From an optimization exercise on the open Yosys and OpenROAD flow, aimed at small area; shortcuts taken in it are not production practice.
At most, simulation tests tie the RTL to the original design; equivalence was not proved.
No activity file was given, so power comes from the tool's default toggle rates.

Design top, start of the top module:
module top(
    input clk,
    input rst,
    input [1:0] mode_switch,
    output [1:0] rail,
    input [3:0] row1,
    output [2:0] col1,
    output speaker1,
    input [3:0] row2,
    output [2:0] col2,
    output speaker2,
    input wire uart_rx,
    output wire uart_tx,
    output notes_left,
    output notes_right,
    output [6:0] seg,
    output [7:0] an,
    output red, green, blue,
    output red_r, green_r, blue_r,
    output reg [1:0] send_note,
    output counter
);
    localparam [13:0] L14_1     = 14'h0001;
    localparam [13:0] L14_5208  = 14'h3027;
    localparam [13:0] L14_6246  = 14'h2206;
    localparam [13:0] L14_10415 = 14'h1be3;
    localparam [13:0] L14_10416 = 14'h37c6;
    localparam [13:0] L14_10417 = 14'h2f8d;
    localparam [13:0] L14_10418 = 14'h1f1a;
    localparam [15:0] L16_50000 = 16'h290f;
    localparam [23:0] L24_2001  = 24'h127758;
    localparam [23:0] L24_IDLE  = 24'h42d9e8;  
    localparam [7:0]  L8_249    = 8'hec;
    localparam [3:0]  L4_0      = 4'h0;
    localparam [3:0]  L4_9      = 4'h9;
    localparam [7:0]  L8_M1     = 8'h80;       
    function [13:0] l14(input [13:0] x);
        l14 = {x[12:0], ~(x[13] ^ x[4] ^ x[2] ^ x[0])};
    endfunction
    function [15:0] l16(input [15:0] x);
        l16 = {x[14:0], ~(x[15] ^ x[14] ^ x[12] ^ x[3])};
    endfunction
    function [23:0] l24(input [23:0] x);
        l24 = {x[22:0], ~(x[23] ^ x[22] ^ x[21] ^ x[16])};
    endfunction
    function [7:0] l8(input [7:0] x);
        l8 = {x[6:0], ~(x[7] ^ x[5] ^ x[4] ^ x[3])};
    endfunction
    reg [13:0] sr;           
    reg [3:0]  sq;           
    reg [1:0]  col_sel;
    reg [2:0]  col;
    reg [7:0]  blk;          
    wire sr_end    = (sr == L14_10416);
    wire scan_wrap = (sq == L4_9) && (sr == L14_6246);
    always @(posedge clk) begin
        if (!rst || scan_wrap || sr_end) sr <= 14'd0;
        else sr <= l14(sr);
    end
    always @(posedge clk) begin
        if (!rst) begin
            sq <= L4_0;
            col_sel <= 2'd0;
            col <= 3'b000;
            blk <= L8_M1;
        end else begin
            if (scan_wrap) begin
                sq <= L4_0;
                col_sel <= (col_sel == 2'd2) ? 2'd0 : col_sel + 2'd1;
                blk <= (blk == L8_249) ? 8'd0 : l8(blk);
            end else if (sr_end)
  ...
==> flow/config.mk <==
export PLATFORM = sky130hd
export DESIGN_NAME = top
export DESIGN_NICKNAME = top
export VERILOG_FILES = /design/flow/design.v
export SDC_FILE = /design/flow/constraint.sdc
export NUM_CORES = 4
export LEC_CHECK = 0
export ABC_AREA = 0
export CAP_MARGIN = 0
export CORE_MARGIN = 2
export CORE_UTILIZATION = 70
export CTS_CLUSTER_DIAMETER = 60
export CTS_CLUSTER_SIZE = 30
export SLEW_MARGIN = 0
==> flow/constraint.sdc <==
create_clock -name core_clock -period 14.0 [get_ports {clk}]
set_input_delay 2.8000 -clock core_clock [delete_from_list [all_inputs] [get_ports {clk}]]
set_output_delay 2.8000 -clock core_clock [all_outputs]
set_load 0.01 [all_outputs]
run.sh (not shown) runs the stock make flow with config.mk's settings and CLKGATE_MAP_FILE= SYNTH_SCRIPT=/design/flow/synth_recipe.tcl, a recipe that flattens the netlist after the stock synthesis.
The baseline finished with timing, DRC and antenna clean.
==> next run, changes <==
ABC_AREA = 1   (was 0)
CTS_CLUSTER_DIAMETER = 100   (was 60)
CTS_CLUSTER_SIZE = 25   (was 30)
What happened:
- cell area falls by 0.81%
- final cell count rises by 21%
- synthesized cell count rises by 22%
- via count rises by 11%
- global-route usage rises by 1.9 points
- total power falls by 9.2%
- clock-buffer cell count falls by 4
- wire length rises by 5.8%
- worst hold slack is worse by 27 ps
No functional check of the RTL was part of any run of this note.


== run A ==
Another version of the RTL of top (not shown whole).
For scale: ~2,700 cells after synthesis, ~50 I/O pins, ~23,000 µm² of cells after synthesis.
clock: 14.0 ns
lec_check: 0
abc_area: 0
cap_margin: 0
core_margin: 2
core_utilization: 70
cts_cluster_diameter: 150
cts_cluster_size: 25
slew_margin: 0
Run A: no failed stages, no open violations at the end
Modified inputs, run B compared to run A
- CTS_CLUSTER_DIAMETER changed from 150 to 100
The fraction of cell area in non-clock buffers was comparable across run A and run B. Comparing run A and run B, the higher layout clock buffer count was measured on run B. For routed wire length, run A and run B come out practically identical. Delta (run B minus run A): design area flat, total power of the final layout up 34 µW, power density relative to cell area up 1.2 nW/µm², post-route worst setup slack down 0.033 ns.

what the ideal ports hide:
No port has a modelled driver above. Below, the same layouts with a new extraction and two added sets of constraints.
Step 1 sets driving cells, clkbuf_16 on the clock port and buf_2 on the other inputs (assumed; they add their load-dependent delay and slew).
Step 2 also shifts input and output timing later by t, the mid clock arrival at the registers, as if the neighbouring blocks saw the same clock.
Slacks: ideal / step 1 / step 2; pairs: ideal / step 1.
run | t (ns) | setup slack, ns | latest minus earliest clock arrival (ns)
the first run of note 1 | 0.614 | 6.543 / 6.488 / 6.730 | 0.019 / 0.020
the second run of note 1 | 0.604 | 7.357 / 7.305 / 6.953 | 0.053 / 0.052
run A | 0.592 | 6.583 / 6.527 / 7.119 | 0.031 / 0.032
run B | 0.589 | 6.550 / 6.497 / 7.086 | 0.055 / 0.056
After both steps every run listed still meets setup and hold. The setup slack of the second run of note 1, which loses most, moves by -0.052 ns with the drivers and by -0.404 ns with both steps.
